Source: an optimization exercise on an open RTL-to-GDS flow (aim: small area, a short achievable clock period and few clock cycles per item). Production flows keep margins and buffers that such runs may drop. The RTL was checked by simulation tests, not by an equivalence proof against the original design. Power figures rest on the tool's default switching activity, not on a simulated workload.

==> inputs of 10-12 <==
==> flow/design.v <==
module draw_line (
    input  logic       clk,
    input  logic       rst,           
    input  logic [7:0] start_x_pos,   
    input  logic [6:0] start_y_pos,   
    input  logic [7:0] x_length,      
    input  logic [7:0] y_length,      
    input  logic       start_line,
    output logic       wr_valid,
    output logic [7:0] write_x_pos,
    output logic [6:0] write_y_pos,
    output logic       running
);
    logic [7:0] x_reg;
    logic [6:0] y_reg;
    logic       run_reg, wv_reg;
    logic [7:0] xn_reg;       
    logic [7:0] yn_reg;       
    logic       dir_reg;      
    logic [12:0] ideal_reg;
    logic [12:0] slope_reg;   
    logic [7:0] rem_reg;
    logic [3:0] cnt_reg;
    logic [8:0] dtry, dsub;
    logic [9:0] dcy;
    logic       qbit;
    always_comb begin
        dtry   = {rem_reg, slope_reg[12] ^ (dir_reg && (cnt_reg >= 4'd7) && (slope_reg[11:6] != 6'd0))};
        dcy[0] = 1'b1;
        for (int i = 0; i < 9; i++) begin
            logic b;
            b = (i < 8) ? xn_reg[i] : 1'b1;
            dsub[i]  = dtry[i] ^ b ^ dcy[i];
            dcy[i+1] = (dtry[i] & b) | (dcy[i] & (dtry[i] ^ b));
        end
        qbit = dcy[9];
    end
    function automatic logic at_ymax(input logic [7:0] yn, input logic [6:0] y, input logic dn);
        logic z;
        z = (yn == 8'd0);
        at_ymax = z || (dn && (y == 7'd0) && yn[7]);
    endfunction
    logic       ex_cur, ey_cur, stop_cur, go, ystep, xstep, iadd, div;
    logic [7:0] x_nxt, xn_nxt, yn_nxt;
    logic [6:0] y_nxt;
    logic [12:0] ideal_sum;
    logic       off_nxt, ex_nxt, ey_nxt;
    assign ex_cur   = (xn_reg == 8'hff);
    assign ey_cur   = at_ymax(yn_reg, y_reg, dir_reg);
    assign stop_cur = !wv_reg || (ex_cur && ey_cur);
    assign div      = (cnt_reg != 4'd0);
    assign go       = run_reg && !stop_cur && !div;
    assign ystep = go && (ex_cur || (y_reg != ideal_reg[12:6]));
    assign xstep = go && !ystep;
    assign iadd  = xstep && !ey_cur;
    always_comb begin
        logic c, b, u, a;
        c = xstep;
        b = xstep;
        for (int i = 0; i < 8; i++) begin
            x_nxt[i]  = x_reg[i] ^ c;
            c         = c & x_reg[i];
            xn_nxt[i] = xn_reg[i] ^ b;
            b         = b & xn_reg[i];
        end
        u = ystep;
        b = ystep || (div && (cnt_reg == 4'd13) && !dir_reg);
        for (int i = 0; i < 7; i++) begin
            y_nxt[i] = y_reg[i] ^ u;
            u        = u & (y_reg[i] ^ dir_reg);
        end
        for (int i = 0; i < 8; i++) begin
            yn_nxt[i] = yn_reg[i] ^ b;
            b         = b & yn_reg[i];
        end
        a = dir_reg;
        for (int i = 0; i < 13; i++) begin
            ideal_sum[i] = ideal_reg[i] ^ slope_reg[i] ^ a;
            a = (ideal_reg[i] & slope_reg[i]) | (a & (ideal_reg[i] ^ slope_reg[i]));
        end
    end
    assign off_nxt = (x_nxt > 8'd159) || (y_nxt > 7'd119);
    assign ex_nxt  = (xn_nxt == 8'hff);
    assign ey_nxt  = at_ymax(yn_nxt, y_nxt, dir_reg);
    always_ff @(posedge clk) begin
        x_reg   <= start_line ? start_x_pos : x_nxt;
        y_reg   <= start_line ? start_y_pos : y_nxt;
        xn_reg  <= start_line ? ~x_length : xn_nxt;
        yn_reg  <= start_line ? (y_length ^ {8{~y_length[7]}}) : yn_nxt;
        ideal_reg <= start_line ? {start_y_pos, 6'd0} : (iadd ? ideal_sum : ideal_reg);
        rem_reg <= start_line ? {7'd0, y_length[7] && (y_length[6:0] == 7'd0)} : (qbit ? dsub[7:0] : dtry[7:0]);
        if (start_line) begin
            dir_reg   <= y_length[7];
            slope_reg <= {y_length[6:0], 6'd0};
            cnt_reg   <= 4'd13;
        end else if (div) begin
            cnt_reg   <= cnt_reg - 4'd1;
            slope_reg <= {slope_reg[11:0], qbit ^ dir_reg};
        end
        if (start_line) begin
            run_reg <= 1'b1;
            wv_reg  <= (start_x_pos <= 8'd159) && (start_y_pos <= 7'd119);
        end else if (run_reg && stop_cur) begin
            run_reg <= 1'b0;
            wv_reg  <= 1'b0;
        end else if (go) begin
            run_reg <= !(off_nxt || (ex_nxt && ey_nxt));
            wv_reg  <= !off_nxt;
        end else if (!run_reg) begin
            wv_reg  <= 1'b0;
        end
        if (rst) begin
            run_reg <= 1'b0;
            wv_reg  <= 1'b0;
        end
    end
    assign wr_valid    = wv_reg;
    assign write_x_pos = x_reg;
    assign write_y_pos = y_reg;
    assign running     = run_reg;
endmodule
==> flow/flow/run.sh <==
#!/bin/bash
set -euo pipefail
export BUFFER_PORTS_ARGS="-buffer_cell sky130_fd_sc_hd__buf_2"
bash standard.sh > standard.log 2>&1
==> flow/standard.sh <==
#!/bin/bash
# synth_recipe.tcl (not shown) runs the flow's synth.tcl, then flattens the netlist and writes it again
# the make line also repeats each setting of config.mk as NAME=value (left out here)
make -C /OpenROAD-flow-scripts/flow DESIGN_CONFIG=/design/flow/config.mk WORK_HOME=/design/flow/orfs CLKGATE_MAP_FILE= SYNTH_SCRIPT=/design/flow/synth_recipe.tcl "${@:-finish}"
==> flow/config.mk <==
export PLATFORM = sky130hd
export DESIGN_NAME = draw_line
export DESIGN_NICKNAME = draw_line
export VERILOG_FILES = /design/flow/design.v
export SDC_FILE = /design/flow/constraint.sdc
export NUM_CORES = 4
export LEC_CHECK = 0
export CAP_MARGIN = 20
export CORE_MARGIN = 2
export CORE_UTILIZATION = 40
export SLEW_MARGIN = 20
==> flow/constraint.sdc <==
create_clock -name core_clock -period 29.0 [get_ports {clk}]
set_input_delay 5.8000 -clock core_clock [delete_from_list [all_inputs] [get_ports {clk}]]
set_output_delay 5.8000 -clock core_clock [all_outputs]
set_load 0.01 [all_outputs]
==> 01-03 (differences from 10-12) <==
==> flow/design.v, changed modules only <==
module draw_line (
    input  logic       clk,
    input  logic       rst,           
    input  logic [7:0] start_x_pos,   
    input  logic [6:0] start_y_pos,   
    input  logic [7:0] x_length,      
    input  logic [7:0] y_length,      
    input  logic       start_line,
    output logic       wr_valid,
    output logic [7:0] write_x_pos,
    output logic [6:0] write_y_pos,
    output logic       running
);
    logic [7:0] x_reg;
    logic [6:0] y_reg;
    logic       run_reg, wv_reg;
    logic [7:0] xr_reg;       
    logic [7:0] yr_reg;       
    logic       dir_reg;      
    logic [12:0] ideal_reg;
    logic [12:0] slope_reg;   
    logic [7:0] rem_reg;
    logic [3:0] cnt_reg;
    logic [7:0] ymag;
    logic [6:0] lowor;
    always_comb begin
        lowor[0] = y_length[0];
        for (int i = 1; i < 7; i++) lowor[i] = lowor[i-1] | y_length[i];
        ymag[0] = y_length[0];
        for (int i = 1; i < 8; i++) ymag[i] = y_length[i] ^ (y_length[7] & lowor[i-1]);
    end
    logic [8:0] dtry, dsub;
    logic [9:0] dcy;
    logic       qbit;
    always_comb begin
        dtry   = {rem_reg, slope_reg[12]};
        dcy[0] = 1'b1;
        for (int i = 0; i < 9; i++) begin
            logic b;
            b = (i < 8) ? ~xr_reg[i] : 1'b1;
            dsub[i]  = dtry[i] ^ b ^ dcy[i];
            dcy[i+1] = (dtry[i] & b) | (dcy[i] & (dtry[i] ^ b));
        end
        qbit = dcy[9];
    end
    function automatic logic at_ymax(input logic [7:0] yr, input logic [6:0] y, input logic dn);
        logic z7;
        z7 = (yr[6:0] == 7'd0);
        at_ymax = (z7 && !yr[7]) || (dn && (y == 7'd0) && (!yr[7] || z7));
    endfunction
    logic       ex_cur, ey_cur, stop_cur, go, ystep, xstep, iadd, div;
    logic [7:0] x_nxt, xr_nxt, yr_nxt;
    logic [6:0] y_nxt;
    logic [12:0] ideal_sum;
    logic       off_nxt, ex_nxt, ey_nxt;
    assign ex_cur   = (xr_reg == 8'd0);
    assign ey_cur   = at_ymax(yr_reg, y_reg, dir_reg);
    assign stop_cur = !wv_reg || (ex_cur && ey_cur);
    assign div      = (cnt_reg != 4'd0);
    assign go       = run_reg && !stop_cur && !div;
    assign ystep = go && (ex_cur || (y_reg != ideal_reg[12:6]));
    assign xstep = go && !ystep;
    assign iadd  = xstep && !ey_cur;
    always_comb begin
        logic c, b, u, a;
        c = xstep;
        b = xstep;
        for (int i = 0; i < 8; i++) begin
            x_nxt[i]  = x_reg[i] ^ c;
            c         = c & x_reg[i];
            xr_nxt[i] = xr_reg[i] ^ b;
            b         = b & ~xr_reg[i];
        end
        u = ystep;
        b = ystep;
        for (int i = 0; i < 7; i++) begin
            y_nxt[i] = y_reg[i] ^ u;
            u        = u & (y_reg[i] ^ dir_reg);
        end
        for (int i = 0; i < 8; i++) begin
            yr_nxt[i] = yr_reg[i] ^ b;
            b         = b & ~yr_reg[i];
        end
        a = dir_reg & iadd;
        for (int i = 0; i < 13; i++) begin
            logic sb;
            sb = slope_reg[i] & iadd;
            ideal_sum[i] = ideal_reg[i] ^ sb ^ a;
            a = (ideal_reg[i] & sb) | (a & (ideal_reg[i] ^ sb));
        end
    end
    assign off_nxt = (x_nxt > 8'd159) || (y_nxt > 7'd119);
    assign ex_nxt  = (xr_nxt == 8'd0);
    assign ey_nxt  = at_ymax(yr_nxt, y_nxt, dir_reg);
    always_ff @(posedge clk) begin
        x_reg     <= start_line ? start_x_pos : x_nxt;
        y_reg     <= start_line ? start_y_pos : y_nxt;
        xr_reg    <= start_line ? x_length : xr_nxt;
        yr_reg    <= start_line ? ymag : yr_nxt;
        ideal_reg <= start_line ? {start_y_pos, 6'd0} : ideal_sum;
        rem_reg   <= start_line ? {7'd0, ymag[7]} : (qbit ? dsub[7:0] : dtry[7:0]);
        if (start_line) begin
            dir_reg   <= y_length[7];
            slope_reg <= {ymag[6:0], 6'd0};
            cnt_reg   <= 4'd13;
        end else if (div) begin
            cnt_reg   <= cnt_reg - 4'd1;
            slope_reg <= {slope_reg[11:0], qbit ^ dir_reg};
        end
        if (start_line) begin
            run_reg <= 1'b1;
            wv_reg  <= (start_x_pos <= 8'd159) && (start_y_pos <= 7'd119);
        end else if (run_reg && stop_cur) begin
            run_reg <= 1'b0;
            wv_reg  <= 1'b0;
        end else if (go) begin
            run_reg <= !(off_nxt || (ex_nxt && ey_nxt));
            wv_reg  <= !off_nxt;
        end else if (!run_reg) begin
            wv_reg  <= 1'b0;
        end
        if (rst) begin
            run_reg <= 1'b0;
            wv_reg  <= 1'b0;
        end
    end
    assign wr_valid    = wv_reg;
    assign write_x_pos = x_reg;
    assign write_y_pos = y_reg;
    assign running     = run_reg;
endmodule
==> 04-22 (differences from 10-12) <==
==> flow/design.v, changed modules only <==
module draw_line (
    input  logic       clk,
    input  logic       rst,           
    input  logic [7:0] start_x_pos,   
    input  logic [6:0] start_y_pos,   
    input  logic [7:0] x_length,      
    input  logic [7:0] y_length,      
    input  logic       start_line,
    output logic       wr_valid,
    output logic [7:0] write_x_pos,
    output logic [6:0] write_y_pos,
    output logic       running
);
    logic [7:0] x_reg;
    logic [6:0] y_reg;
    logic       run_reg, wv_reg;
    logic [7:0] xr_reg;       
    logic [7:0] yr_reg;       
    logic       dir_reg;      
    logic [12:0] ideal_reg;
    logic [12:0] slope_reg;   
    logic [7:0] rem_reg;
    logic [3:0] cnt_reg;
    logic [7:0] ymag;
    logic [6:0] lowor;
    always_comb begin
        lowor[0] = y_length[0];
        for (int i = 1; i < 7; i++) lowor[i] = lowor[i-1] | y_length[i];
        ymag[0] = y_length[0];
        for (int i = 1; i < 8; i++) ymag[i] = y_length[i] ^ (y_length[7] & lowor[i-1]);
    end
    logic [8:0] dtry, dsub;
    logic [9:0] dcy;
    logic       qbit;
    always_comb begin
        dtry   = {rem_reg, slope_reg[12]};
        dcy[0] = 1'b1;
        for (int i = 0; i < 9; i++) begin
            logic b;
            b = (i < 8) ? ~xr_reg[i] : 1'b1;
            dsub[i]  = dtry[i] ^ b ^ dcy[i];
            dcy[i+1] = (dtry[i] & b) | (dcy[i] & (dtry[i] ^ b));
        end
        qbit = dcy[9];
    end
    function automatic logic at_ymax(input logic [7:0] yr, input logic [6:0] y, input logic dn);
        logic z7;
        z7 = (yr[6:0] == 7'd0);
        at_ymax = (z7 && !yr[7]) || (dn && (y == 7'd0) && (!yr[7] || z7));
    endfunction
    logic       ex_cur, ey_cur, stop_cur, go, ystep, xstep, iadd, div;
    logic [7:0] x_nxt, xr_nxt, yr_nxt;
    logic [6:0] y_nxt;
    logic [12:0] ideal_sum;
    logic       off_nxt, ex_nxt, ey_nxt;
    assign ex_cur   = (xr_reg == 8'd0);
    assign ey_cur   = at_ymax(yr_reg, y_reg, dir_reg);
    assign stop_cur = !wv_reg || (ex_cur && ey_cur);
    assign div      = (cnt_reg != 4'd0);
    assign go       = run_reg && !stop_cur && !div;
    assign ystep = go && (ex_cur || (y_reg != ideal_reg[12:6]));
    assign xstep = go && !ystep;
    assign iadd  = xstep && !ey_cur;
    always_comb begin
        logic c, b, u, a;
        c = xstep;
        b = xstep;
        for (int i = 0; i < 8; i++) begin
            x_nxt[i]  = x_reg[i] ^ c;
            c         = c & x_reg[i];
            xr_nxt[i] = xr_reg[i] ^ b;
            b         = b & ~xr_reg[i];
        end
        u = ystep;
        b = ystep;
        for (int i = 0; i < 7; i++) begin
            y_nxt[i] = y_reg[i] ^ u;
            u        = u & (y_reg[i] ^ dir_reg);
        end
        for (int i = 0; i < 8; i++) begin
            yr_nxt[i] = yr_reg[i] ^ b;
            b         = b & ~yr_reg[i];
        end
        a = dir_reg & iadd;
        for (int i = 0; i < 13; i++) begin
            logic sb;
            sb = slope_reg[i] & iadd;
            ideal_sum[i] = ideal_reg[i] ^ sb ^ a;
            a = (ideal_reg[i] & sb) | (a & (ideal_reg[i] ^ sb));
        end
    end
    assign off_nxt = (x_nxt > 8'd159) || (y_nxt > 7'd119);
    assign ex_nxt  = (xr_nxt == 8'd0);
    assign ey_nxt  = at_ymax(yr_nxt, y_nxt, dir_reg);
    always_ff @(posedge clk) begin
        x_reg     <= start_line ? start_x_pos : x_nxt;
        y_reg     <= start_line ? start_y_pos : y_nxt;
        xr_reg    <= start_line ? x_length : xr_nxt;
        yr_reg    <= start_line ? ymag : yr_nxt;
        ideal_reg <= start_line ? {start_y_pos, 6'd0} : ideal_sum;
        rem_reg   <= start_line ? {7'd0, ymag[7]} : (qbit ? dsub[7:0] : dtry[7:0]);
        if (start_line) begin
            dir_reg   <= y_length[7];
            slope_reg <= {ymag[6:0], 6'd0};
            cnt_reg   <= 4'd13;
        end else if (div) begin
            cnt_reg   <= cnt_reg - 4'd1;
            slope_reg <= {slope_reg[11:0], qbit ^ dir_reg};
        end
        if (start_line) begin
            run_reg <= 1'b1;
            wv_reg  <= (start_x_pos <= 8'd159) && (start_y_pos <= 7'd119);
        end else if (run_reg && stop_cur) begin
            run_reg <= 1'b0;
            wv_reg  <= 1'b0;
        end else if (go) begin
            run_reg <= !(off_nxt || (ex_nxt && ey_nxt));
            wv_reg  <= !off_nxt;
        end else if (!run_reg) begin
            wv_reg  <= 1'b0;
        end
        if (rst) begin
            run_reg <= 1'b0;
            wv_reg  <= 1'b0;
        end
    end
    assign wr_valid    = wv_reg;
    assign write_x_pos = x_reg;
    assign write_y_pos = y_reg;
    assign running     = run_reg;
endmodule
==> flow/flow/run.sh (replaced) <==
#!/bin/bash
set -euo pipefail
export BUFFER_PORTS_ARGS="-buffer_cell sky130_fd_sc_hd__buf_2"
export SETUP_SLACK_MARGIN=21.9
bash standard.sh > standard.log 2>&1
==> qor summary <==
item	10-12	04-22	01-03
Status	no timing/DRC/antenna violations	no timing/DRC/antenna violations	no timing/DRC/antenna violations
Achievable Freq	0.1419 GHz	0.1414 GHz	0.1399 GHz
Reg-to-reg slack, setup	23.62 ns	22.23 ns	22.19 ns
Launching element type of the critical path	flop	input port	input port
Post-layout minimum cycle time	7.049 ns	7.074 ns	7.149 ns
Final clock period utilization by the worst path	0.2431	0.2439	0.2465
GRT Resource Usage Total	0.1736	0.1640	0.1676
GP Congestion	0.7580	0.8063	0.8264
Synth Area in XOR/XNOR	0.06753	0.05342	0.05342
Number of non-clock buffers	51	53	53
Internal cell power	0.0001858 W	0.0001867 W	0.0001708 W
Die Height	105.9 um	105.2 um	105.2 um
Fraction of layout cells with a size suffix above 1	0.2004	0.2122	0.1912
Startpoint of the lowest-slack register-to-register path	dir_reg	cnt_reg[0]	y_reg[2]
Critical path class	reg2out	in2reg	in2reg
# fillers	1002	958	990
Testbench counts of 10-12, summed over its fixed seeds: cycles 230,895, lines 2,400.
Testbench counts of 01-03, summed over its fixed seeds: cycles 230,894, lines 2,400.
Testbench counts of 04-22, summed over its fixed seeds: cycles 230,894, lines 2,400.

-- re-timing with driven ports --
No port has a modelled driver above. Below, the same layouts with a new extraction and two added sets of constraints. Step 1, drivers: a clkbuf_16 drives clk and a buf_2 each remaining input, both assumed. Step 2 moves the port delays by t, midway between the first and last clock arrival at a register: inputs arrive t later, outputs are due t later. That takes back most of the time a late clock gives input paths. Slacks: ideal ports / drivers / drivers and shift; pairs: ideal ports / drivers.
run | t (ns) | slack for setup (ns) | slew at the worst register clock pin (ns)
10-12 | 0.384 | 21.951 / 21.919 / 21.612 | 0.08 / 0.08
01-03 | 0.376 | 21.851 / 21.864 / 21.489 | 0.07 / 0.07
04-22 | 0.366 | 21.926 / 21.938 / 21.571 | 0.08 / 0.08
After both steps every run listed still meets setup and hold. For 01-03, which loses most, drivers alone change the setup slack by +0.013 ns; drivers and shift together by -0.362 ns.
